This is an optimization exercise on Yosys and OpenROAD, whose aim is small area, a short achievable clock period and few clock cycles per item, not a production implementation.
Function was checked by simulation only, so behaviour that the tests miss may differ from the original.
No activity file was given, so power comes from the tool's default toggle rates.

===== design/flow/config.mk =====
export PLATFORM = sky130hd
export DESIGN_NAME = KES_cpu
export DESIGN_NICKNAME = KES_cpu
export VERILOG_FILES = /design/flow/design.v
export SDC_FILE = /design/flow/constraint.sdc
export NUM_CORES = 4
export LEC_CHECK = 0
export ABC_AREA = 1
export CAP_MARGIN = 20
export CORE_MARGIN = 2
export CORE_UTILIZATION = 40
export SETUP_SLACK_MARGIN = 1.9
export SLEW_MARGIN = 20

===== design/flow/constraint.sdc =====
create_clock -name core_clock -period 4.5 [get_ports {clk}]
set_input_delay 0.9000 -clock core_clock [delete_from_list [all_inputs] [get_ports {clk}]]
set_output_delay 0.9000 -clock core_clock [all_outputs]
set_load 0.01 [all_outputs]

===== design/flow/design.v =====
`timescale 1ns/1ps
module KES_cpu(clk, rst, mem_valid, mem_we, mem_addr, mem_wdata, mem_ready, mem_rdata);
input         clk, rst;
output        mem_valid, mem_we;
output [7:0]  mem_addr;
output [31:0] mem_wdata;
input         mem_ready;
input  [31:0] mem_rdata;
reg        sF, sA, sB, sW;           
reg [7:0]  addr, pcn, src2, dest, jump;
reg [31:0] R;
wire [31:0] a  = ~(R | {32{sA}});
wire [31:0] b  = ~mem_rdata;
wire [31:0] pp = a ^ b;
wire [31:0] g0 = a & b;
wire [31:0] gg0 = {g0[31:1], g0[0] | (pp[0] & sB)};
wire [31:0] pr0 = {pp[31:1], 1'b0};
wire [31:0] gg1, pr1;
assign gg1[0] = gg0[0];
assign pr1[0] = pr0[0];
assign gg1[1] = gg0[1] | (pr0[1] & gg0[0]);
assign pr1[1] = pr0[1] & pr0[0];
assign gg1[2] = gg0[2];
assign pr1[2] = pr0[2];
assign gg1[3] = gg0[3] | (pr0[3] & gg0[2]);
assign pr1[3] = pr0[3] & pr0[2];
assign gg1[4] = gg0[4];
assign pr1[4] = pr0[4];
assign gg1[5] = gg0[5] | (pr0[5] & gg0[4]);
assign pr1[5] = pr0[5] & pr0[4];
assign gg1[6] = gg0[6];
assign pr1[6] = pr0[6];
assign gg1[7] = gg0[7] | (pr0[7] & gg0[6]);
assign pr1[7] = pr0[7] & pr0[6];
assign gg1[8] = gg0[8];
assign pr1[8] = pr0[8];
assign gg1[9] = gg0[9] | (pr0[9] & gg0[8]);
assign pr1[9] = pr0[9] & pr0[8];
assign gg1[10] = gg0[10];
assign pr1[10] = pr0[10];
assign gg1[11] = gg0[11] | (pr0[11] & gg0[10]);
assign pr1[11] = pr0[11] & pr0[10];
assign gg1[12] = gg0[12];
assign pr1[12] = pr0[12];
assign gg1[13] = gg0[13] | (pr0[13] & gg0[12]);
assign pr1[13] = pr0[13] & pr0[12];
assign gg1[14] = gg0[14];
assign pr1[14] = pr0[14];
assign gg1[15] = gg0[15] | (pr0[15] & gg0[14]);
assign pr1[15] = pr0[15] & pr0[14];
assign gg1[16] = gg0[16];
assign pr1[16] = pr0[16];
assign gg1[17] = gg0[17] | (pr0[17] & gg0[16]);
assign pr1[17] = pr0[17] & pr0[16];
assign gg1[18] = gg0[18];
assign pr1[18] = pr0[18];
assign gg1[19] = gg0[19] | (pr0[19] & gg0[18]);
assign pr1[19] = pr0[19] & pr0[18];
assign gg1[20] = gg0[20];
assign pr1[20] = pr0[20];
assign gg1[21] = gg0[21] | (pr0[21] & gg0[20]);
assign pr1[21] = pr0[21] & pr0[20];
assign gg1[22] = gg0[22];
assign pr1[22] = pr0[22];
assign gg1[23] = gg0[23] | (pr0[23] & gg0[22]);
assign pr1[23] = pr0[23] & pr0[22];
assign gg1[24] = gg0[24];
assign pr1[24] = pr0[24];
assign gg1[25] = gg0[25] | (pr0[25] & gg0[24]);
assign pr1[25] = pr0[25] & pr0[24];
assign gg1[26] = gg0[26];
assign pr1[26] = pr0[26];
assign gg1[27] = gg0[27] | (pr0[27] & gg0[26]);
assign pr1[27] = pr0[27] & pr0[26];
assign gg1[28] = gg0[28];
assign pr1[28] = pr0[28];
assign gg1[29] = gg0[29] | (pr0[29] & gg0[28]);
assign pr1[29] = pr0[29] & pr0[28];
assign gg1[30] = gg0[30];
assign pr1[30] = pr0[30];
assign gg1[31] = gg0[31] | (pr0[31] & gg0[30]);
assign pr1[31] = pr0[31] & pr0[30];
wire [31:0] gg2, pr2;
assign gg2[0] = gg1[0];
assign pr2[0] = pr1[0];
assign gg2[1] = gg1[1];
assign pr2[1] = pr1[1];
assign gg2[2] = gg1[2];
assign pr2[2] = pr1[2];
assign gg2[3] = gg1[3] | (pr1[3] & gg1[1]);
assign pr2[3] = pr1[3] & pr1[1];
assign gg2[4] = gg1[4];
assign pr2[4] = pr1[4];
assign gg2[5] = gg1[5];
assign pr2[5] = pr1[5];
assign gg2[6] = gg1[6];
assign pr2[6] = pr1[6];
assign gg2[7] = gg1[7] | (pr1[7] & gg1[5]);
assign pr2[7] = pr1[7] & pr1[5];
assign gg2[8] = gg1[8];
assign pr2[8] = pr1[8];
assign gg2[9] = gg1[9];
assign pr2[9] = pr1[9];
assign gg2[10] = gg1[10];
assign pr2[10] = pr1[10];
assign gg2[11] = gg1[11] | (pr1[11] & gg1[9]);
assign pr2[11] = pr1[11] & pr1[9];
assign gg2[12] = gg1[12];
assign pr2[12] = pr1[12];
assign gg2[13] = gg1[13];
assign pr2[13] = pr1[13];
assign gg2[14] = gg1[14];
assign pr2[14] = pr1[14];
assign gg2[15] = gg1[15] | (pr1[15] & gg1[13]);
assign pr2[15] = pr1[15] & pr1[13];
assign gg2[16] = gg1[16];
assign pr2[16] = pr1[16];
assign gg2[17] = gg1[17];
assign pr2[17] = pr1[17];
assign gg2[18] = gg1[18];
assign pr2[18] = pr1[18];
assign gg2[19] = gg1[19] | (pr1[19] & gg1[17]);
assign pr2[19] = pr1[19] & pr1[17];
assign gg2[20] = gg1[20];
assign pr2[20] = pr1[20];
assign gg2[21] = gg1[21];
assign pr2[21] = pr1[21];
assign gg2[22] = gg1[22];
assign pr2[22] = pr1[22];
assign gg2[23] = gg1[23] | (pr1[23] & gg1[21]);
assign pr2[23] = pr1[23] & pr1[21];
assign gg2[24] = gg1[24];
assign pr2[24] = pr1[24];
assign gg2[25] = gg1[25];
assign pr2[25] = pr1[25];
assign gg2[26] = gg1[26];
assign pr2[26] = pr1[26];
assign gg2[27] = gg1[27] | (pr1[27] & gg1[25]);
assign pr2[27] = pr1[27] & pr1[25];
assign gg2[28] = gg1[28];
assign pr2[28] = pr1[28];
assign gg2[29] = gg1[29];
assign pr2[29] = pr1[29];
assign gg2[30] = gg1[30];
assign pr2[30] = pr1[30];
assign gg2[31] = gg1[31] | (pr1[31] & gg1[29]);
assign pr2[31] = pr1[31] & pr1[29];
wire [31:0] gg3, pr3;
assign gg3[0] = gg2[0];
assign pr3[0] = pr2[0];
assign gg3[1] = gg2[1];
assign pr3[1] = pr2[1];
assign gg3[2] = gg2[2];
assign pr3[2] = pr2[2];
assign gg3[3] = gg2[3];
assign pr3[3] = pr2[3];
assign gg3[4] = gg2[4];
assign pr3[4] = pr2[4];
assign gg3[5] = gg2[5];
assign pr3[5] = pr2[5];
assign gg3[6] = gg2[6];
assign pr3[6] = pr2[6];
assign gg3[7] = gg2[7] | (pr2[7] & gg2[3]);
assign pr3[7] = pr2[7] & pr2[3];
assign gg3[8] = gg2[8];
assign pr3[8] = pr2[8];
assign gg3[9] = gg2[9];
assign pr3[9] = pr2[9];
assign gg3[10] = gg2[10];
assign pr3[10] = pr2[10];
assign gg3[11] = gg2[11];
assign pr3[11] = pr2[11];
assign gg3[12] = gg2[12];
assign pr3[12] = pr2[12];
assign gg3[13] = gg2[13];
assign pr3[13] = pr2[13];
assign gg3[14] = gg2[14];
assign pr3[14] = pr2[14];
assign gg3[15] = gg2[15] | (pr2[15] & gg2[11]);
assign pr3[15] = pr2[15] & pr2[11];
assign gg3[16] = gg2[16];
assign pr3[16] = pr2[16];
assign gg3[17] = gg2[17];
assign pr3[17] = pr2[17];
assign gg3[18] = gg2[18];
assign pr3[18] = pr2[18];
assign gg3[19] = gg2[19];
assign pr3[19] = pr2[19];
assign gg3[20] = gg2[20];
assign pr3[20] = pr2[20];
assign gg3[21] = gg2[21];
assign pr3[21] = pr2[21];
assign gg3[22] = gg2[22];
assign pr3[22] = pr2[22];
assign gg3[23] = gg2[23] | (pr2[23] & gg2[19]);
assign pr3[23] = pr2[23] & pr2[19];
assign gg3[24] = gg2[24];
assign pr3[24] = pr2[24];
assign gg3[25] = gg2[25];
assign pr3[25] = pr2[25];
assign gg3[26] = gg2[26];
assign pr3[26] = pr2[26];
assign gg3[27] = gg2[27];
assign pr3[27] = pr2[27];
assign gg3[28] = gg2[28];
assign pr3[28] = pr2[28];
assign gg3[29] = gg2[29];
assign pr3[29] = pr2[29];
assign gg3[30] = gg2[30];
assign pr3[30] = pr2[30];
assign gg3[31] = gg2[31] | (pr2[31] & gg2[27]);
assign pr3[31] = pr2[31] & pr2[27];
wire [31:0] gg4, pr4;
assign gg4[0] = gg3[0];
assign pr4[0] = pr3[0];
assign gg4[1] = gg3[1];
assign pr4[1] = pr3[1];
assign gg4[2] = gg3[2];
assign pr4[2] = pr3[2];
assign gg4[3] = gg3[3];
assign pr4[3] = pr3[3];
assign gg4[4] = gg3[4];
assign pr4[4] = pr3[4];
assign gg4[5] = gg3[5];
assign pr4[5] = pr3[5];
assign gg4[6] = gg3[6];
assign pr4[6] = pr3[6];
assign gg4[7] = gg3[7];
assign pr4[7] = pr3[7];
assign gg4[8] = gg3[8];
assign pr4[8] = pr3[8];
assign gg4[9] = gg3[9];
assign pr4[9] = pr3[9];
assign gg4[10] = gg3[10];
assign pr4[10] = pr3[10];
assign gg4[11] = gg3[11];
assign pr4[11] = pr3[11];
assign gg4[12] = gg3[12];
assign pr4[12] = pr3[12];
assign gg4[13] = gg3[13];
assign pr4[13] = pr3[13];
assign gg4[14] = gg3[14];
assign pr4[14] = pr3[14];
assign gg4[15] = gg3[15] | (pr3[15] & gg3[7]);
assign pr4[15] = pr3[15] & pr3[7];
assign gg4[16] = gg3[16];
assign pr4[16] = pr3[16];
assign gg4[17] = gg3[17];
assign pr4[17] = pr3[17];
assign gg4[18] = gg3[18];
assign pr4[18] = pr3[18];
assign gg4[19] = gg3[19];
assign pr4[19] = pr3[19];
assign gg4[20] = gg3[20];
assign pr4[20] = pr3[20];
assign gg4[21] = gg3[21];
assign pr4[21] = pr3[21];
assign gg4[22] = gg3[22];
assign pr4[22] = pr3[22];
assign gg4[23] = gg3[23];
assign pr4[23] = pr3[23];
assign gg4[24] = gg3[24];
assign pr4[24] = pr3[24];
assign gg4[25] = gg3[25];
assign pr4[25] = pr3[25];
assign gg4[26] = gg3[26];
assign pr4[26] = pr3[26];
assign gg4[27] = gg3[27];
assign pr4[27] = pr3[27];
assign gg4[28] = gg3[28];
assign pr4[28] = pr3[28];
assign gg4[29] = gg3[29];
assign pr4[29] = pr3[29];
assign gg4[30] = gg3[30];
assign pr4[30] = pr3[30];
assign gg4[31] = gg3[31] | (pr3[31] & gg3[23]);
assign pr4[31] = pr3[31] & pr3[23];
wire [31:0] gg5, pr5;
assign gg5[0] = gg4[0];
assign pr5[0] = pr4[0];
assign gg5[1] = gg4[1];
assign pr5[1] = pr4[1];
assign gg5[2] = gg4[2];
assign pr5[2] = pr4[2];
assign gg5[3] = gg4[3];
assign pr5[3] = pr4[3];
assign gg5[4] = gg4[4];
assign pr5[4] = pr4[4];
assign gg5[5] = gg4[5];
assign pr5[5] = pr4[5];
assign gg5[6] = gg4[6];
assign pr5[6] = pr4[6];
assign gg5[7] = gg4[7];
assign pr5[7] = pr4[7];
assign gg5[8] = gg4[8];
assign pr5[8] = pr4[8];
assign gg5[9] = gg4[9];
assign pr5[9] = pr4[9];
assign gg5[10] = gg4[10];
assign pr5[10] = pr4[10];
assign gg5[11] = gg4[11];
assign pr5[11] = pr4[11];
assign gg5[12] = gg4[12];
assign pr5[12] = pr4[12];
assign gg5[13] = gg4[13];
assign pr5[13] = pr4[13];
assign gg5[14] = gg4[14];
assign pr5[14] = pr4[14];
assign gg5[15] = gg4[15];
assign pr5[15] = pr4[15];
assign gg5[16] = gg4[16];
assign pr5[16] = pr4[16];
assign gg5[17] = gg4[17];
assign pr5[17] = pr4[17];
assign gg5[18] = gg4[18];
assign pr5[18] = pr4[18];
assign gg5[19] = gg4[19];
assign pr5[19] = pr4[19];
assign gg5[20] = gg4[20];
assign pr5[20] = pr4[20];
assign gg5[21] = gg4[21];
assign pr5[21] = pr4[21];
assign gg5[22] = gg4[22];
assign pr5[22] = pr4[22];
assign gg5[23] = gg4[23];
assign pr5[23] = pr4[23];
assign gg5[24] = gg4[24];
assign pr5[24] = pr4[24];
assign gg5[25] = gg4[25];
assign pr5[25] = pr4[25];
assign gg5[26] = gg4[26];
assign pr5[26] = pr4[26];
assign gg5[27] = gg4[27];
assign pr5[27] = pr4[27];
assign gg5[28] = gg4[28];
assign pr5[28] = pr4[28];
assign gg5[29] = gg4[29];
assign pr5[29] = pr4[29];
assign gg5[30] = gg4[30];
assign pr5[30] = pr4[30];
assign gg5[31] = gg4[31] | (pr4[31] & gg4[15]);
assign pr5[31] = pr4[31] & pr4[15];
wire [31:0] gg6, pr6;
assign gg6[0] = gg5[0];
assign pr6[0] = pr5[0];
assign gg6[1] = gg5[1];
assign pr6[1] = pr5[1];
assign gg6[2] = gg5[2];
assign pr6[2] = pr5[2];
assign gg6[3] = gg5[3];
assign pr6[3] = pr5[3];
assign gg6[4] = gg5[4];
assign pr6[4] = pr5[4];
assign gg6[5] = gg5[5];
assign pr6[5] = pr5[5];
assign gg6[6] = gg5[6];
assign pr6[6] = pr5[6];
assign gg6[7] = gg5[7];
assign pr6[7] = pr5[7];
assign gg6[8] = gg5[8];
assign pr6[8] = pr5[8];
assign gg6[9] = gg5[9];
assign pr6[9] = pr5[9];
assign gg6[10] = gg5[10];
assign pr6[10] = pr5[10];
assign gg6[11] = gg5[11];
assign pr6[11] = pr5[11];
assign gg6[12] = gg5[12];
assign pr6[12] = pr5[12];
assign gg6[13] = gg5[13];
assign pr6[13] = pr5[13];
assign gg6[14] = gg5[14];
assign pr6[14] = pr5[14];
assign gg6[15] = gg5[15];
assign pr6[15] = pr5[15];
assign gg6[16] = gg5[16];
assign pr6[16] = pr5[16];
assign gg6[17] = gg5[17];
assign pr6[17] = pr5[17];
assign gg6[18] = gg5[18];
assign pr6[18] = pr5[18];
assign gg6[19] = gg5[19];
assign pr6[19] = pr5[19];
assign gg6[20] = gg5[20];
assign pr6[20] = pr5[20];
assign gg6[21] = gg5[21];
assign pr6[21] = pr5[21];
assign gg6[22] = gg5[22];
assign pr6[22] = pr5[22];
assign gg6[23] = gg5[23] | (pr5[23] & gg5[15]);
assign pr6[23] = pr5[23] & pr5[15];
assign gg6[24] = gg5[24];
assign pr6[24] = pr5[24];
assign gg6[25] = gg5[25];
assign pr6[25] = pr5[25];
assign gg6[26] = gg5[26];
assign pr6[26] = pr5[26];
assign gg6[27] = gg5[27];
assign pr6[27] = pr5[27];
assign gg6[28] = gg5[28];
assign pr6[28] = pr5[28];
assign gg6[29] = gg5[29];
assign pr6[29] = pr5[29];
assign gg6[30] = gg5[30];
assign pr6[30] = pr5[30];
assign gg6[31] = gg5[31];
assign pr6[31] = pr5[31];
wire [31:0] gg7, pr7;
assign gg7[0] = gg6[0];
assign pr7[0] = pr6[0];
assign gg7[1] = gg6[1];
assign pr7[1] = pr6[1];
assign gg7[2] = gg6[2];
assign pr7[2] = pr6[2];
assign gg7[3] = gg6[3];
assign pr7[3] = pr6[3];
assign gg7[4] = gg6[4];
assign pr7[4] = pr6[4];
assign gg7[5] = gg6[5];
assign pr7[5] = pr6[5];
assign gg7[6] = gg6[6];
assign pr7[6] = pr6[6];
assign gg7[7] = gg6[7];
assign pr7[7] = pr6[7];
assign gg7[8] = gg6[8];
assign pr7[8] = pr6[8];
assign gg7[9] = gg6[9];
assign pr7[9] = pr6[9];
assign gg7[10] = gg6[10];
assign pr7[10] = pr6[10];
assign gg7[11] = gg6[11] | (pr6[11] & gg6[7]);
assign pr7[11] = pr6[11] & pr6[7];
assign gg7[12] = gg6[12];
assign pr7[12] = pr6[12];
assign gg7[13] = gg6[13];
assign pr7[13] = pr6[13];
assign gg7[14] = gg6[14];
assign pr7[14] = pr6[14];
assign gg7[15] = gg6[15];
assign pr7[15] = pr6[15];
assign gg7[16] = gg6[16];
assign pr7[16] = pr6[16];
assign gg7[17] = gg6[17];
assign pr7[17] = pr6[17];
assign gg7[18] = gg6[18];
assign pr7[18] = pr6[18];
assign gg7[19] = gg6[19] | (pr6[19] & gg6[15]);
assign pr7[19] = pr6[19] & pr6[15];
assign gg7[20] = gg6[20];
assign pr7[20] = pr6[20];
assign gg7[21] = gg6[21];
assign pr7[21] = pr6[21];
assign gg7[22] = gg6[22];
assign pr7[22] = pr6[22];
assign gg7[23] = gg6[23];
assign pr7[23] = pr6[23];
assign gg7[24] = gg6[24];
assign pr7[24] = pr6[24];
assign gg7[25] = gg6[25];
assign pr7[25] = pr6[25];
assign gg7[26] = gg6[26];
assign pr7[26] = pr6[26];
assign gg7[27] = gg6[27] | (pr6[27] & gg6[23]);
assign pr7[27] = pr6[27] & pr6[23];
assign gg7[28] = gg6[28];
assign pr7[28] = pr6[28];
assign gg7[29] = gg6[29];
assign pr7[29] = pr6[29];
assign gg7[30] = gg6[30];
assign pr7[30] = pr6[30];
assign gg7[31] = gg6[31];
assign pr7[31] = pr6[31];
wire [31:0] gg8, pr8;
assign gg8[0] = gg7[0];
assign pr8[0] = pr7[0];
assign gg8[1] = gg7[1];
assign pr8[1] = pr7[1];
assign gg8[2] = gg7[2];
assign pr8[2] = pr7[2];
assign gg8[3] = gg7[3];
assign pr8[3] = pr7[3];
assign gg8[4] = gg7[4];
assign pr8[4] = pr7[4];
assign gg8[5] = gg7[5] | (pr7[5] & gg7[3]);
assign pr8[5] = pr7[5] & pr7[3];
assign gg8[6] = gg7[6];
assign pr8[6] = pr7[6];
assign gg8[7] = gg7[7];
assign pr8[7] = pr7[7];
assign gg8[8] = gg7[8];
assign pr8[8] = pr7[8];
assign gg8[9] = gg7[9] | (pr7[9] & gg7[7]);
assign pr8[9] = pr7[9] & pr7[7];
assign gg8[10] = gg7[10];
assign pr8[10] = pr7[10];
assign gg8[11] = gg7[11];
assign pr8[11] = pr7[11];
assign gg8[12] = gg7[12];
assign pr8[12] = pr7[12];
assign gg8[13] = gg7[13] | (pr7[13] & gg7[11]);
assign pr8[13] = pr7[13] & pr7[11];
assign gg8[14] = gg7[14];
assign pr8[14] = pr7[14];
assign gg8[15] = gg7[15];
assign pr8[15] = pr7[15];
assign gg8[16] = gg7[16];
assign pr8[16] = pr7[16];
assign gg8[17] = gg7[17] | (pr7[17] & gg7[15]);
assign pr8[17] = pr7[17] & pr7[15];
assign gg8[18] = gg7[18];
assign pr8[18] = pr7[18];
assign gg8[19] = gg7[19];
assign pr8[19] = pr7[19];
assign gg8[20] = gg7[20];
assign pr8[20] = pr7[20];
assign gg8[21] = gg7[21] | (pr7[21] & gg7[19]);
assign pr8[21] = pr7[21] & pr7[19];
assign gg8[22] = gg7[22];
assign pr8[22] = pr7[22];
assign gg8[23] = gg7[23];
assign pr8[23] = pr7[23];
assign gg8[24] = gg7[24];
assign pr8[24] = pr7[24];
assign gg8[25] = gg7[25] | (pr7[25] & gg7[23]);
assign pr8[25] = pr7[25] & pr7[23];
assign gg8[26] = gg7[26];
assign pr8[26] = pr7[26];
assign gg8[27] = gg7[27];
assign pr8[27] = pr7[27];
assign gg8[28] = gg7[28];
assign pr8[28] = pr7[28];
assign gg8[29] = gg7[29] | (pr7[29] & gg7[27]);
assign pr8[29] = pr7[29] & pr7[27];
assign gg8[30] = gg7[30];
assign pr8[30] = pr7[30];
assign gg8[31] = gg7[31];
assign pr8[31] = pr7[31];
wire [31:0] gg9, pr9;
assign gg9[0] = gg8[0];
assign pr9[0] = pr8[0];
assign gg9[1] = gg8[1];
assign pr9[1] = pr8[1];
assign gg9[2] = gg8[2] | (pr8[2] & gg8[1]);
assign pr9[2] = pr8[2] & pr8[1];
assign gg9[3] = gg8[3];
assign pr9[3] = pr8[3];
assign gg9[4] = gg8[4] | (pr8[4] & gg8[3]);
assign pr9[4] = pr8[4] & pr8[3];
assign gg9[5] = gg8[5];
assign pr9[5] = pr8[5];
assign gg9[6] = gg8[6] | (pr8[6] & gg8[5]);
assign pr9[6] = pr8[6] & pr8[5];
assign gg9[7] = gg8[7];
assign pr9[7] = pr8[7];
assign gg9[8] = gg8[8] | (pr8[8] & gg8[7]);
assign pr9[8] = pr8[8] & pr8[7];
assign gg9[9] = gg8[9];
assign pr9[9] = pr8[9];
assign gg9[10] = gg8[10] | (pr8[10] & gg8[9]);
assign pr9[10] = pr8[10] & pr8[9];
assign gg9[11] = gg8[11];
assign pr9[11] = pr8[11];
assign gg9[12] = gg8[12] | (pr8[12] & gg8[11]);
assign pr9[12] = pr8[12] & pr8[11];
assign gg9[13] = gg8[13];
assign pr9[13] = pr8[13];
assign gg9[14] = gg8[14] | (pr8[14] & gg8[13]);
assign pr9[14] = pr8[14] & pr8[13];
assign gg9[15] = gg8[15];
assign pr9[15] = pr8[15];
assign gg9[16] = gg8[16] | (pr8[16] & gg8[15]);
assign pr9[16] = pr8[16] & pr8[15];
assign gg9[17] = gg8[17];
assign pr9[17] = pr8[17];
assign gg9[18] = gg8[18] | (pr8[18] & gg8[17]);
assign pr9[18] = pr8[18] & pr8[17];
assign gg9[19] = gg8[19];
assign pr9[19] = pr8[19];
assign gg9[20] = gg8[20] | (pr8[20] & gg8[19]);
assign pr9[20] = pr8[20] & pr8[19];
assign gg9[21] = gg8[21];
assign pr9[21] = pr8[21];
assign gg9[22] = gg8[22] | (pr8[22] & gg8[21]);
assign pr9[22] = pr8[22] & pr8[21];
assign gg9[23] = gg8[23];
assign pr9[23] = pr8[23];
assign gg9[24] = gg8[24] | (pr8[24] & gg8[23]);
assign pr9[24] = pr8[24] & pr8[23];
assign gg9[25] = gg8[25];
assign pr9[25] = pr8[25];
assign gg9[26] = gg8[26] | (pr8[26] & gg8[25]);
assign pr9[26] = pr8[26] & pr8[25];
assign gg9[27] = gg8[27];
assign pr9[27] = pr8[27];
assign gg9[28] = gg8[28] | (pr8[28] & gg8[27]);
assign pr9[28] = pr8[28] & pr8[27];
assign gg9[29] = gg8[29];
assign pr9[29] = pr8[29];
assign gg9[30] = gg8[30] | (pr8[30] & gg8[29]);
assign pr9[30] = pr8[30] & pr8[29];
assign gg9[31] = gg8[31];
assign pr9[31] = pr8[31];
wire [31:0] cc = {gg9[30:0], sB};
wire [31:0] diff = pp ^ cc;
assign mem_valid = 1'b1;
assign mem_we    = sW;
assign mem_addr  = addr;
assign mem_wdata = R;
always @(posedge clk)
begin
  if (rst)
  begin
    sF   <= 1'b1;
    sA   <= 1'b0;
    sB   <= 1'b0;
    sW   <= 1'b0;
    addr <= 8'd0;
  end
  else if (mem_ready)
  begin
    sF <= sW;
    sA <= sF;
    sB <= sA;
    sW <= sB;
    addr <= sF ? mem_rdata[23:16] :
            sA ? src2 :
            sB ? dest :
            R[31] ? jump : pcn;
  end
  if (sF)
  begin
    pcn  <= addr + 8'd1;
    dest <= mem_rdata[31:24];
    src2 <= mem_rdata[15:8];
    jump <= mem_rdata[7:0];
  end
  if (sA || (sB && mem_ready))
    R <= diff;
end
endmodule

===== design/flow/flow/run.sh =====
#!/bin/bash
# The standard layout (standard.sh), with two changes:
#  - ADDER_MAP_FILE empty: synthesis leaves the adder to ABC instead of
#    extracting full/half-adder cells, which ABC cannot restructure;
#  - every port still gets a buffer, but a plain buf_2 instead of the
#    delay cell that buffer_ports picks by default.
# The whole make output goes to standard_flow.log in the work folder; ORFS
# keeps each step's own log under orfs/logs/.
set -euo pipefail
bash standard.sh ADDER_MAP_FILE= "BUFFER_PORTS_ARGS=-buffer_cell sky130_fd_sc_hd__buf_2" finish > standard_flow.log 2>&1

===== design/flow/standard.sh =====
#!/bin/bash
# synth_recipe.tcl (not shown) runs the flow's synth.tcl, then flattens the netlist and writes it again
# the make line also repeats each setting of config.mk as NAME=value (left out here)
make -C /OpenROAD-flow-scripts/flow DESIGN_CONFIG=/design/flow/config.mk WORK_HOME=/design/flow/orfs CLKGATE_MAP_FILE= SYNTH_SCRIPT=/design/flow/synth_recipe.tcl "${@:-finish}"

==> impl_results.md, run 1 <==
* PortBufs at 75
* Multiplexer area fraction after synthesis at 0.0141
* WHS Endpoint: sW$_SDFFE_PP0P_
* Count of max-cap constraint violations at 0
* Post-layout nets at 586
* Placed wire-length estimate at 7150 um
* Number of buffers and inverters on the critical path at 3
* Share of synthesized cell area in and, or, nand and nor gates at 0.189
* Die Y-Extent at 107 um
* Count of boundary I/O pins at 77
* Cell with the largest stage delay on the worst path: sky130_fd_sc_hd__nor3_1
* Main combinational cell family by area after synthesis: simple AND/OR/NAND/NOR gates
* Proportion of layout cells with a drive suffix above 1 at 0.252
* Antenna-violating nets left at 0
* Relative slew slack at 0.560
* Net Switching at 682 uW
* Xor and xnor fraction of the mapped netlist area at 0.0822
* Syn_nets at 501
* Path type of the worst setup path: primary input to flop
* Compound-Gate Fraction of Synth Area at 0.130
* Number of antenna repair diodes at 0
* Top area cells in the synthesized netlist: sky130_fd_sc_hd__edfxtp_1 (45%), sky130_fd_sc_hd__nand2_1 (7.3%), sky130_fd_sc_hd__dfxtp_1 (5.7%), sky130_fd_sc_hd__inv_1 (4.9%), sky130_fd_sc_hd__xor2_1 (4.7%)
* GRT Residual Overflow at 0
* Drt first pass iters at 4
* Area of the placeable core at 10,300 sq um
* GRT Total Usage at 0.173
* Sum of negative setup slack at 0 ns
* Fmax at 408 MHz
* Slack of the worst reg-to-reg path at 2.08 ns
* Pleak at 2.19 nW
* Clock Skews at 0.00694 ns
* Number of global-route vias before repair at 3,274
* Setup-failing EPs final at 0
* Placement row count at 37
* Cell count after synthesis at 466
* Distinct cell type count of the synthesized netlist at 38
* Unrepaired setup endpoints after global routing: no
* Final wirelength at 9820 um
* Portion of synthesized cell area occupied by the leading cell type at 0.453
* Flop pwr share at 0.475
* Data required time of the critical path at 4.61 ns
* Worst reg2reg path startpoint: sA$_SDFFE_PP0P_
* Max clock buf depth at 2
* Utilization after layout at 0.486
* Post-Syn Area at 4250 sq um
* Combinational group share of total power at 0.300
* Critical register-to-register path endpoint: R[31]$_DFFE_PP_
* Root buffer cell: sky130_fd_sc_hd__clkbuf_8
* Final Hold Fails at 0
* Switching power share of the total at 0.333
* Post-Synthesis Mean Instance Area at 9.11 sq um
* Number of antenna violations at the first check in global routing at 0
* WP depth at 17
* CTS tree: done
* Die width at 107 um
* Sort of element at the end of the critical path: flop
* Cell-by-cell listing of the critical path: buf_2 > nor3_1 > inv_1 > nand2_1 > inv_2 > nand2_1 > o21ai_0 > a21oi_1 > nand2_4 > nand2_2 > nand2_2 > nand2_1 > nand2_2 > nand2_2 > nand2_1 > nand2_1 > nand2_1
* Hold Path Cell Cnt at 2
* Cell taking the most area after synthesis: sky130_fd_sc_hd__edfxtp_1
* Fraction of power consumed by the clock network at 0.225
* Quantity of hold-fixing buffers added after cts at 0
* Max Transition Viols Final at 0
* CP dominant cell by count: sky130_fd_sc_hd__nand2_1
* Startpoint types: primary input
* Via count at 3,408
* Sequential cell area fraction in the yosys report at 0.509
* Via density per instance at 4.92
* Arrival time reported for the critical path endpoint at 2.56 ns
* Largest delay contributor family on the critical path: simple AND/OR/NAND/NOR gates
* Power per standard cell area at 408 nW/um^2
* Final design instance area without fill at 5020 sq um
* Min-Delay Path Class: flop to flop
* Worst voltage drop across the vdd grid at 0.187 mV
* Biggest fanout along the worst timing path at 4
* H-tree Lvls at 3
* Post-route minimum period at 2.45 ns
* Clock slew at the register clock pins of the worst setup and hold paths at 0.08 ns
* Yosys reg bits at 76
* Average routed wire per standard cell at 14.2 um
* Initial core utilization at 0.411
* Cell-internal power at 1.36 mW
* Pin count of the biggest net entering global routing at 35
* Crit share post-route at 0.544
* Clock Latency Late Sink at 0.34 ns
* CP max stage delay at 0.26 ns
* Synth warnings at 1
* Clock sink count at 76
* Outcome: no timing/DRC/antenna violations
* Global-route wire length before repair at 15,300 um
* Routability Congestion at 0.810
* Drt first-iter violations at 177
* Detailed-route DRC error count at 0
* Post-Place Cell Area at 4710 sq um
* Reg2Reg Depth at 17
* Number of clock buffers inserted by TritonCTS at 9
* Transition at the pin with the smallest max-transition slack at 0.659 ns
* Post-synthesis share of cell area spent on full adders, half adders and majority gates at 0
* Synthesis-to-layout area growth at 18.2%
* Startpoint of the lowest-slack hold path: sW$_SDFFE_PP0P_
* Floorplan die area at 11,500 sq um
[power by group through the flow]
stage | Sequential [mW] | Combinational (mW) | Clock [mW]
2_1_floorplan | 1.00 | 0.392 | 0
3_3_place_gp | 0.991 | 0.563 | 0
5_1_grt | 0.987 | 0.687 | 0.500
3_5_place_dp | 0.994 | 0.567 | 0
4_1_cts | 0.978 | 0.574 | 0.478
6_report | 0.973 | 0.613 | 0.460
[sequential cells by signal, indices dropped and copies added, names as in the netlist]
name / count
addr: 8
sW: 1
sA: 1
src2: 8
sB: 1
R: 32
dest: 8
sF: 1
pcn: 8
jump: 8
[through the flow]
stage	instances	setup slack [ns]	power (mW)	hold slack (ns)
finish	692	2.05	2.05	0.505
global route	692	1.90	2.17	0.525
CTS	681	1.91	2.03	0.512
detailed placement	665	1.61	1.56	0.500
global placement	665	1.66	1.55	0.487
floorplan	466	1.96	1.39	0.498
[cells in the final DEF (no fill, tap or decap), types with 8 or more instances in the layout]
cell type and count:
sky130_fd_sc_hd__nand2_1 81, sky130_fd_sc_hd__inv_1 54, sky130_fd_sc_hd__dfxtp_1 10, sky130_fd_sc_hd__a21oi_1 31, sky130_fd_sc_hd__buf_2 75, sky130_fd_sc_hd__buf_4 11, sky130_fd_sc_hd__o21ai_1 12, sky130_fd_sc_hd__nor3_1 15
sky130_fd_sc_hd__xnor2_1 15, sky130_fd_sc_hd__nor2_1 33, sky130_fd_sc_hd__nor3_2 8, sky130_fd_sc_hd__nand3_1 12, sky130_fd_sc_hd__o21ai_0 26, sky130_fd_sc_hd__nand2_2 9, sky130_fd_sc_hd__o211ai_1 9, sky130_fd_sc_hd__xor2_1 23
sky130_fd_sc_hd__clkbuf_8 10, sky130_fd_sc_hd__edfxtp_1 64
[timing repair]
item                       CTS  global route
resized for setup            2             9
setup endpoints to repair   10            10
setup buffers                0            11
pin swaps                    0             6
hold endpoints to repair     0             0
[cell type report]
cell class / instances / area, sq um
clock buffers: 11 / 141
clock inverters: 5 / 27.5
fillers: 977 / 5300
inverters: 58 / 218
multi-input cells: 317 / 1790
flip-flops and latches: 76 / 2170
well taps: 136 / 170
repair buffers: 89 / 504
[routing by layer]
metal  GRT usage  up-vias  part of all wire
li1            -     1739                 -
met1       0.211     1584              0.44
met2       0.293       72              0.50
met3      0.0444       13             0.039
met4      0.0631        0             0.020
met5           0        -                 0
[cell families (layout without fill, tap and decap cells)]
kind of cell           after synthesis  after routing
AO/OA/AOI/OAI                       98             98
XOR/XNOR                            39             39
other                                1              1
flip-flops                          76             76
AND/OR/NAND/NOR                    173            173
buffers and inverters               73            163
multiplexers                         6              6
[Yosys cell counts]
cell                       count
sky130_fd_sc_hd__a211oi_1      2
sky130_fd_sc_hd__a21o_1        1
sky130_fd_sc_hd__a21oi_1      31
sky130_fd_sc_hd__a31oi_1       5
sky130_fd_sc_hd__and3_1        1
sky130_fd_sc_hd__buf_1         1
sky130_fd_sc_hd__buf_2         2
sky130_fd_sc_hd__buf_4         1
sky130_fd_sc_hd__buf_6         5
sky130_fd_sc_hd__clkbuf_1      6
sky130_fd_sc_hd__clkinv_1      1
sky130_fd_sc_hd__conb_1        1
sky130_fd_sc_hd__dfxtp_1      12
sky130_fd_sc_hd__edfxtp_1     64
sky130_fd_sc_hd__inv_1        55
sky130_fd_sc_hd__inv_2         2
sky130_fd_sc_hd__mux2i_1       6
sky130_fd_sc_hd__nand2_1      83
sky130_fd_sc_hd__nand2_2       7
sky130_fd_sc_hd__nand2_4       3
sky130_fd_sc_hd__nand3_1      13
sky130_fd_sc_hd__nand4_1       1
sky130_fd_sc_hd__nor2_1       34
sky130_fd_sc_hd__nor2_2        6
sky130_fd_sc_hd__nor2_4        1
sky130_fd_sc_hd__nor3_1       17
sky130_fd_sc_hd__nor3_2        6
sky130_fd_sc_hd__nor4_2        1
sky130_fd_sc_hd__o211ai_1      9
sky130_fd_sc_hd__o21a_1        4
sky130_fd_sc_hd__o21ai_0      26
sky130_fd_sc_hd__o21ai_1      13
sky130_fd_sc_hd__o21ai_2       1
sky130_fd_sc_hd__o21bai_1      3
sky130_fd_sc_hd__o22ai_1       3
sky130_fd_sc_hd__xnor2_1      15
sky130_fd_sc_hd__xor2_1       23
sky130_fd_sc_hd__xor2_2        1
[worst register-to-register path, stage by stage (launching register included)]
cell and delay (ns):
sky130_fd_sc_hd__dfxtp_4 0.41, sky130_fd_sc_hd__buf_6 0.20, sky130_fd_sc_hd__nor3_1 0.31, sky130_fd_sc_hd__inv_1 0.12
sky130_fd_sc_hd__nand2_1 0.09, sky130_fd_sc_hd__inv_2 0.05, sky130_fd_sc_hd__nand2_1 0.11, sky130_fd_sc_hd__o21ai_0 0.09
sky130_fd_sc_hd__a21oi_1 0.22, sky130_fd_sc_hd__nand2_4 0.10, sky130_fd_sc_hd__nand2_2 0.07, sky130_fd_sc_hd__nand2_2 0.06
sky130_fd_sc_hd__nand2_1 0.08, sky130_fd_sc_hd__nand2_2 0.07, sky130_fd_sc_hd__nand2_2 0.07, sky130_fd_sc_hd__nand2_1 0.05
sky130_fd_sc_hd__nand2_1 0.06, sky130_fd_sc_hd__nand2_1 0.04
[worst max path at each step]
stage	start	to	slack, ns
global placement	mem_rdata[0]	R[31]$_DFFE_PP_	1.66
finish	mem_rdata[22]	R[31]$_DFFE_PP_	2.05
CTS	sB$_SDFFE_PP0P_	R[31]$_DFFE_PP_	1.91
floorplan	mem_rdata[0]	R[31]$_DFFE_PP_	1.96
global route	sA$_SDFFE_PP0P_	R[31]$_DFFE_PP_	1.90
detailed placement	sA$_SDFFE_PP0P_	R[31]$_DFFE_PP_	1.61
Testbench counts, summed over its fixed seeds: cycles 96,000, instructions 24,000.
==> inputs of run 2 (changes only) <==
==> design/flow/flow/run.sh (replaced) <==
#!/bin/bash
# The standard layout (standard.sh), with two changes:
#  - ADDER_MAP_FILE empty: synthesis leaves the adder to ABC instead of
#    extracting full/half-adder cells, which ABC cannot restructure;
#  - every port still gets a buffer, but a plain buf_1 instead of the
#    delay cell that buffer_ports picks by default.
# The whole make output goes to standard_flow.log in the work folder; ORFS
# keeps each step's own log under orfs/logs/.
set -euo pipefail
bash standard.sh ADDER_MAP_FILE= "BUFFER_PORTS_ARGS=-buffer_cell sky130_fd_sc_hd__buf_1" finish > standard_flow.log 2>&1
--- a/design/flow/config.mk
+++ b/design/flow/config.mk
@@ -8,6 +8,6 @@
 export ABC_AREA = 1
 export CAP_MARGIN = 20
 export CORE_MARGIN = 2
-export CORE_UTILIZATION = 40
-export SETUP_SLACK_MARGIN = 1.9
+export CORE_UTILIZATION = 60
+export SETUP_SLACK_MARGIN = 2.1
 export SLEW_MARGIN = 20
==> run 2 against run 1 <==
  * Still clean
  * Routed wire length shrank 5.8%
  * Core utilization grew 24 points
  * Non-clock buffer count grew 1
  * Die area fell by 32%
  * Power fell by 1.2%
  * Fmax rose by 4.2%
  * Final cell count shrank 5.6%
  * Synthesized cell count unchanged
  * Combinational power up 0.8%
  * Final area shrank 0.67%
==> impl_results.md, run 2 <==
* Pin count of the biggest net entering global routing at 29
* Number of instances in the placed design at 627
* Post-layout nets at 587
* Fin cells at 653
* Average routed wire per standard cell at 14.2 um
* Path type of the worst setup path: primary input to flop
* Clock slew at the register clock pins of the worst setup and hold paths at 0.08 ns
* Share of flip-flops with an asynchronous set or reset at 0
* Top area cells in the synthesized netlist: sky130_fd_sc_hd__edfxtp_1 (45%), sky130_fd_sc_hd__nand2_1 (7.3%), sky130_fd_sc_hd__dfxtp_1 (5.7%), sky130_fd_sc_hd__inv_1 (4.9%), sky130_fd_sc_hd__xor2_1 (4.7%)
* PortBufs at 75
* Max clock buf depth at 2
* Crit share post-route at 0.523
* Count of max-cap constraint violations at 0
* Combinational group share of total power at 0.305
* Leading cell type by number of instances after synthesis: sky130_fd_sc_hd__nand2_1
* Slack of the worst reg-to-reg path at 2.22 ns
* Drt first-iter violations at 216
* Number of flip-flops under the largest register name at 32
* Xor and xnor fraction of the mapped netlist area at 0.0822
* Biggest register: R
* Global-route wire length before repair at 14,600 um
* Count of boundary I/O pins at 77
* Cell-internal power at 1.34 mW
* Die width at 88.1 um
* Distinct cell type count of the synthesized netlist at 38
* Number of synthesized flops with an enable pin at 64
* Die Y-Extent at 88.1 um
* Total of fill cells in the finished design at 534
* Cell count after synthesis at 466
* Flop pwr share at 0.483
* Syn_nets at 501
* Fraction of power consumed by the clock network at 0.212
* Post-synthesis share of cell area spent on full adders, half adders and majority gates at 0
* Biggest fanout along the worst timing path at 4
* Synth warnings at 1
* Switching power share of the total at 0.337
* Multiplexer area fraction after synthesis at 0.0141
* Number of global-route vias before repair at 3,140
* Arrival time reported for the critical path endpoint at 2.46 ns
* Unrepaired setup endpoints after global routing: yes
* Synthesis-to-layout area growth at 17.4%
* Number of antenna repair diodes at 0
* Max Transition Viols Final at 0
* Post-Synthesis Mean Instance Area at 9.11 sq um
* Number of antenna violations at the first check in global routing at 0
* Final Hold Fails at 0
* Worst reg2reg path startpoint: sA$_SDFFE_PP0P_
* Placement row count at 30
* Area of the placeable core at 6830 sq um
* Most common library cells after synthesis: sky130_fd_sc_hd__nand2_1 (83), sky130_fd_sc_hd__edfxtp_1 (64), sky130_fd_sc_hd__inv_1 (55)
* Root buffer cell: sky130_fd_sc_hd__clkbuf_8
* Final wirelength at 9250 um
* Transition at the pin with the smallest max-transition slack at 0.612 ns
* GRT Residual Overflow at 0
* Min-Delay Path Class: flop to flop
* Proportion of layout cells with a drive suffix above 1 at 0.160
* Yosys reg bits at 76
* Post-route minimum period at 2.35 ns
* Sort of element at the end of the critical path: flop
* Clock Latency Late Sink at 0.34 ns
* Worst voltage drop across the vdd grid at 0.226 mV
* Sum of negative setup slack at 0 ns
* Startpoint of the lowest-slack hold path: sW$_SDFFE_PP0P_
* Clock sink count at 76
* Main synth FF type: sky130_fd_sc_hd__edfxtp_1
* Share of synthesized cell area in and, or, nand and nor gates at 0.189
* Net Switching at 681 uW
* Data required time of the critical path at 4.61 ns
* Compound-Gate Fraction of Synth Area at 0.130
* Power per standard cell area at 405 nW/um^2
* Routability Congestion at 0.890
* Leading cell type in the layout, fill and taps excluded: sky130_fd_sc_hd__nand2_1
* Worst setup startpoint: mem_rdata[9]
* Fmax at 425 MHz
* Via density per instance at 5.24
* Relative slew slack at 0.591
* Drt first pass iters at 4
* Pleak at 2.00 nW
* Quantity of hold-fixing buffers added after cts at 0
* Cell taking the most area after synthesis: sky130_fd_sc_hd__edfxtp_1
* Detailed-route DRC error count at 0
* Initial core utilization at 0.621
* Clock Skews at 0.00907 ns
* GRT Total Usage at 0.248
* Setup-failing EPs final at 0
* Main combinational cell family by area after synthesis: simple AND/OR/NAND/NOR gates
* Number of clock buffers inserted by TritonCTS at 9
* Placed wire-length estimate at 6760 um
* Post-Syn Area at 4250 sq um
* Outcome: no timing/DRC/antenna violations
* Via count at 3,419
* Reg2Reg Depth at 20
* Worst setup endpoint: R[31]$_DFFE_PP_
* CTS tree: done
* Hold Path Cell Cnt at 2
* Sequential cell area fraction in the yosys report at 0.509
* Floorplan die area at 7760 sq um
* Portion of synthesized cell area occupied by the leading cell type at 0.453
* Critical register-to-register path endpoint: R[31]$_DFFE_PP_
* Antenna-violating nets left at 0
* Commonest cells after routing, fill and taps aside: sky130_fd_sc_hd__nand2_1 (75), sky130_fd_sc_hd__buf_1 (70), sky130_fd_sc_hd__edfxtp_1 (64)
* Startpoint types: primary input
* H-tree Lvls at 3
## run 2: changes by cell type in the layout (fill, tap and decap cells not counted), sizes merged
cell      previous run  this run
buf                 89        86
clkinvlp             2         1
clkinv               4         3
clkbuf              11        17
## run 2: metrics by stage
stage	instance area [sq um]	hold WS [ns]	util	power [mW]	worst slack, ns
final	4990	0.496	0.730	2.02	2.15
after CTS	4840	0.497	0.708	1.99	2.09
after global placement	4640	0.481	0.680	1.53	1.64
after floorplan	4300	0.498	-	1.40	2.03
after global routing	4990	0.522	0.730	2.14	2.00
after detailed placement	4640	0.486	0.680	1.55	1.61
## run 2: power groups by stage
stage	clock network [mW]	logic, mW	registers, mW
floorplan	0	0.399	1.00
global placement	0	0.548	0.986
detailed placement	0	0.562	0.991
CTS	0.439	0.574	0.974
global route	0.465	0.691	0.989
finish	0.428	0.618	0.976
## run 2: how the worst min path moves through the flow
stage	endpoint	slack, ns
floorplan	sW$_SDFFE_PP0P_	0.50
global placement	sW$_SDFFE_PP0P_	0.48
detailed placement	sW$_SDFFE_PP0P_	0.49
CTS	sW$_SDFFE_PP0P_	0.50
global route	sW$_SDFFE_PP0P_	0.52
finish	sW$_SDFFE_PP0P_	0.50
## run 2: cells by family (layout without fill, tap and decap cells)
family	count (synthesis)	count (layout)
multiplexers	6	6
AND/OR/NAND/NOR	173	173
buffers and inverters	73	164
other	1	1
flip-flops	76	76
AO/OA/AOI/OAI	98	98
XOR/XNOR	39	39
## run 2: cell type report
type                       instances  area (sq um)  area share
multi-input combinational        317          1890       0.379
tap                               96           120      0.0241
clock buffer                      13           139      0.0279
clock inverter                     3          16.3     0.00326
inverter                          58           230      0.0462
timing repair buffer              90           427      0.0856
sequential                        76          2170       0.434
## run 2: layer usage
metal | GRT usage | vias to the layer above | wire length (um) | share of wire
met2 | 0.417 | 84 | 4680 | 0.51
met5 | 0 | - | 0 | 0
li1 | - | 1754 | - | -
met1 | 0.318 | 1573 | 4000 | 0.43
met3 | 0.0631 | 8 | 475 | 0.051
met4 | 0.0785 | 0 | 103 | 0.011
## run 2: timing repair
action                     4_1_cts  5_1_grt
setup endpoints to repair       37       16
gates cloned                     0        0
pin swaps                        0       15
gates resized for setup          7       30
buffers inserted                 2        8
## run 2: worst max-delay path: stages
cell                      delay [ns]
sky130_fd_sc_hd__buf_1          0.11
sky130_fd_sc_hd__inv_1          0.06
sky130_fd_sc_hd__nand2_1        0.07
sky130_fd_sc_hd__nand2_1        0.12
sky130_fd_sc_hd__o21ai_1        0.09
sky130_fd_sc_hd__a21oi_1        0.19
sky130_fd_sc_hd__nor2_1         0.07
sky130_fd_sc_hd__nor2_2         0.14
sky130_fd_sc_hd__nand2_4        0.08
sky130_fd_sc_hd__nand2_2        0.08
sky130_fd_sc_hd__nand2_4        0.07
sky130_fd_sc_hd__nand2_2        0.07
sky130_fd_sc_hd__nand2_2        0.07
sky130_fd_sc_hd__nand2_2        0.07
sky130_fd_sc_hd__nand2_2        0.06
sky130_fd_sc_hd__nand2_2        0.06
sky130_fd_sc_hd__nand2_1        0.05
sky130_fd_sc_hd__nand2_1        0.05
sky130_fd_sc_hd__nand2_1        0.05
==> inputs of run 3 (changes only) <==
==> design/flow/run.sh (new file) <==
#!/bin/bash
# synth_recipe.tcl (not shown) runs the flow's synth.tcl, then flattens the netlist and writes it again
# the make line also repeats each setting of config.mk as NAME=value (left out here)
make -C /OpenROAD-flow-scripts/flow DESIGN_CONFIG=/design/flow/config.mk WORK_HOME=/design/flow/orfs CLKGATE_MAP_FILE= SYNTH_SCRIPT=/design/flow/synth_recipe.tcl finish
--- a/design/flow/config.mk
+++ b/design/flow/config.mk
@@ -9,5 +9,5 @@
 export CAP_MARGIN = 20
 export CORE_MARGIN = 2
 export CORE_UTILIZATION = 60
-export SETUP_SLACK_MARGIN = 2.1
+export SETUP_SLACK_MARGIN = 1.9
 export SLEW_MARGIN = 20
removed: design/flow/flow/run.sh
removed: design/flow/standard.sh
==> run 3 against run 2 <==
  * Core utilization is 11 points higher
  * Combinational power is 52% higher
  * Sequential cell count stayed put
  * Sequential share of layout area is 5.8 points lower
  * Routed wire length grew 14%
  * Final area increased by 15%
  * Hold slack better by 0.024 ns
  * Final cell count is 7.0% lower
  * Highest routed layer unchanged
  * Via count decreased by 3.8%
  * Fmax down 24%
  * Non-clock buffer count rose by 3
  * Synthesized cell count decreased by 11%
==> impl_results.md, run 3 <==
* Unrepaired setup endpoints after global routing: yes
* Global-route wire length before repair at 15,600 um
* Average routed wire per standard cell at 17.4 um
* Share of synthesized cell area in and, or, nand and nor gates at 0.103
* Relative slew slack at 0.448
* Detailed-route DRC error count at 0
* Antenna-violating nets left at 0
* Pleak at 2.43 nW
* Arrival time reported for the critical path endpoint at 3.20 ns
* Leading cell type by number of instances after synthesis: sky130_fd_sc_hd__inv_1
* Post-Syn Area at 4310 sq um
* Placement row count at 30
* Number of clock buffers inserted by TritonCTS at 9
* Biggest fanout along the worst timing path at 3
* Worst setup startpoint: mem_rdata[12]
* Drt first pass iters at 4
* Leading cell type in the layout, fill and taps excluded: sky130_fd_sc_hd__inv_1
* Root buffer cell: sky130_fd_sc_hd__clkbuf_8
* Main combinational cell family by area after synthesis: adder cells
* Power per standard cell area at 431 nW/um^2
* Routability Congestion at 0.887
* Data required time of the critical path at 4.59 ns
* H-tree Lvls at 3
* Fmax at 322 MHz
* Sequential cell area fraction in the yosys report at 0.502
* Setup-failing EPs final at 0
* Compound-Gate Fraction of Synth Area at 0.0822
* Area of the placeable core at 6870 sq um
* Post-Synthesis Mean Instance Area at 10.4 sq um
* Clock sink count at 76
* Pin count of the biggest net entering global routing at 21
* PortBufs at 75
* Die width at 88.7 um
* Clock slew at the register clock pins of the worst setup and hold paths at 0.07 ns
* Most common library cells after synthesis: sky130_fd_sc_hd__inv_1 (83), sky130_fd_sc_hd__edfxtp_1 (64), sky130_fd_sc_hd__nand2_1 (43)
* Multiplexer area fraction after synthesis at 0.0186
* Minimum hold slack at 0.520 ns
* Path type of the worst setup path: primary input to flop
* Yosys reg bits at 76
* Share of flip-flops with an asynchronous set or reset at 0
* GRT Total Usage at 0.268
* Startpoint of the lowest-slack hold path: sW$_SDFFE_PP0P_
* Initial core utilization at 0.627
* Number of synthesized flops with an enable pin at 64
* Portion of synthesized cell area occupied by the leading cell type at 0.446
* Cell count after synthesis at 413
* Xor and xnor fraction of the mapped netlist area at 0.0448
* Number of antenna repair diodes at 0
* Sum of negative setup slack at 0 ns
* Sort of element at the end of the critical path: flop
* Clock Skews at 0.0185 ns
* Min-Delay Path Class: flop to flop
* Cell taking the most area after synthesis: sky130_fd_sc_hd__edfxtp_1
* Number of antenna violations at the first check in global routing at 0
* Post-route minimum period at 3.11 ns
* Biggest register: R
* Via density per instance at 5.42
* Final wirelength at 10,600 um
* Syn_nets at 494
* Hold Path Cell Cnt at 2
* Max Transition Viols Final at 0
* Main synth FF type: sky130_fd_sc_hd__edfxtp_1
* Final Hold Fails at 0
* Placed wire-length estimate at 7250 um
* Number of flip-flops under the largest register name at 32
* Count of boundary I/O pins at 77
* Top area cells in the synthesized netlist: sky130_fd_sc_hd__edfxtp_1 (45%), sky130_fd_sc_hd__ha_1 (8.4%), sky130_fd_sc_hd__fa_1 (7.9%), sky130_fd_sc_hd__inv_1 (7.2%), sky130_fd_sc_hd__dfxtp_1 (5.6%)
* GRT Residual Overflow at 0
* Outcome: no timing/DRC/antenna violations
* Startpoint types: primary input
* Quantity of hold-fixing buffers added after cts at 0
* Number of global-route vias before repair at 3,250
* Via count at 3,289
* Commonest cells after routing, fill and taps aside: sky130_fd_sc_hd__inv_1 (66), sky130_fd_sc_hd__edfxtp_1 (64), sky130_fd_sc_hd__clkdlybuf4s50_1 (59)
* Distinct cell type count of the synthesized netlist at 35
* Reg2Reg Depth at 16
* Proportion of layout cells with a drive suffix above 1 at 0.198
* Count of max-cap constraint violations at 0
* Floorplan die area at 7870 sq um
* Synth warnings at 1
* Crit share post-route at 0.691
* Max clock buf depth at 2
* Synthesis-to-layout area growth at 33.6%
* Drt first-iter violations at 202
* Transition at the pin with the smallest max-transition slack at 0.826 ns
* Worst reg2reg path startpoint: sA$_SDFFE_PP0P_
* Post-layout nets at 587
* CTS tree: done
* Clock Latency Late Sink at 0.34 ns
* Worst voltage drop across the vdd grid at 0.284 mV
* Die Y-Extent at 88.7 um
* Post-synthesis share of cell area spent on full adders, half adders and majority gates at 0.163
-- run 3: cell types whose count changed in the layout (fill, tap and decap cells not counted), sizes merged, moves of 3 or more --
cell and delta:
nand2 -46, nor3 -22, dlygate4sd2 +13, ha +29
or2 +3, xor2 -15, clkbuf -6, buf -67
a21oi -7, fa +17, o21ai -31, inv +27
clkdlybuf4s50 +59, nand3 -4
-- run 3: logic make-up after synthesis --
family          after synthesis
simple gates                106
buf+inv                      95
flops                        76
compound gates               59
fa+ha+maj                    46
xor+xnor                     22
mux                           8
other cells                   1
-- run 3: metal layers --
layer | part of all wire | routed length [um] | up-vias | track usage
met2 | 0.52 | 5530 | 111 | 0.440
met5 | 0 | 0 | - | 0
met3 | 0.049 | 522 | 21 | 0.0476
li1 | - | - | 1542 | -
met4 | 0.020 | 214 | 0 | 0.110
met1 | 0.41 | 4280 | 1615 | 0.355
-- run 3: repair_timing --
item / 4_1_cts / 5_1_grt
setup endpoints to repair: 32 / 24
pin swaps: 15 / 16
buffers inserted: 8 / 5
resized for setup: 54 / 29
-- run 3: final timing paths --
kind / slack [ns] / end
setup / recovery: 1.39 / R[26]$_DFFE_PP_
hold / removal: 0.52 / sW$_SDFFE_PP0P_
setup reg to reg: 1.42 / R[26]$_DFFE_PP_
hold reg to reg: 0.52 / sW$_SDFFE_PP0P_
-- run 3: power breakdown --
part | switching [mW] | internal (mW) | leakage, nW
combinational | 0.479 | 0.459 | 1.60
clock | 0.250 | 0.311 | 0.101
sequential | 0.0600 | 0.919 | 0.730
total | 0.789 | 1.69 | 2.43
-- run 3: worst max-delay path: stages --
cell                              delay (ns)
sky130_fd_sc_hd__clkdlybuf4s15_1        0.24
sky130_fd_sc_hd__inv_1                  0.06
sky130_fd_sc_hd__ha_1                   0.34
sky130_fd_sc_hd__nand2_1                0.10
sky130_fd_sc_hd__nor2_2                 0.13
sky130_fd_sc_hd__inv_1                  0.08
sky130_fd_sc_hd__nor2_2                 0.16
sky130_fd_sc_hd__nand2_4                0.07
sky130_fd_sc_hd__nand2_4                0.09
sky130_fd_sc_hd__nand2_2                0.05
sky130_fd_sc_hd__nand2_2                0.08
sky130_fd_sc_hd__buf_4                  0.11
sky130_fd_sc_hd__inv_2                  0.03
sky130_fd_sc_hd__o21a_1                 0.18
sky130_fd_sc_hd__fa_2                   0.52
sky130_fd_sc_hd__inv_1                  0.04
-- run 3: through the flow --
| stage | power, mW | setup slack (ns) | area, sq um | std cells | utilization |
|---|---|---|---|---|---|
| after floorplan | 1.46 | 1.47 | 4340 | 413 | - |
| after global placement | 1.73 | 0.675 | 5220 | 578 | 0.759 |
| after detailed placement | 1.78 | 0.584 | 5220 | 578 | 0.759 |
| after CTS | 2.40 | 1.43 | 5610 | 602 | 0.816 |
| after global routing | 2.62 | 1.28 | 5750 | 607 | 0.838 |
| final | 2.48 | 1.39 | 5750 | 607 | 0.838 |
-- run 3: cell type report --
type / count / area [sq um]
clock buffer: 11 / 131
sequential: 76 / 2170
timing repair buffer: 93 / 911
fill: 391 / 1120
inverter: 84 / 330
clock inverter: 5 / 76.3
multi-input combinational: 242 / 2020
tap: 96 / 120

[separate check: timing with driven ports]
How much do the figures lean on ideal ports? The routed layouts below were timed once more, with nothing changed but the port constraints.
Step 1, drivers: a clkbuf_16 drives clk and a buf_2 each remaining input, both assumed.
Step 2 also shifts input and output timing later by t, the mid clock arrival at the registers, as if the neighbouring blocks saw the same clock.
Three values: ideal, step 1, step 2; two values: the first two.
run | t (ns) | setup slack, ns | hold WS [ns] | slew at the worst register clock pin (ns) | worst slew at a driven data input, ns
run 1 | 0.372 | 2.050 / 2.061 / 1.689 | 0.505 / 0.505 / 0.505 | 0.08 / 0.08 | 0.05
run 2 | 0.368 | 2.148 / 2.159 / 1.790 | 0.496 / 0.496 / 0.496 | 0.08 / 0.08 | 0.04
run 3 | 0.365 | 1.391 / 1.378 / 1.013 | 0.520 / 0.520 / 0.520 | 0.09 / 0.09 | 0.06
After both steps setup and hold are still met in every run listed. For run 3, which loses most, drivers alone change the setup slack by -0.013 ns; drivers and shift together by -0.378 ns.
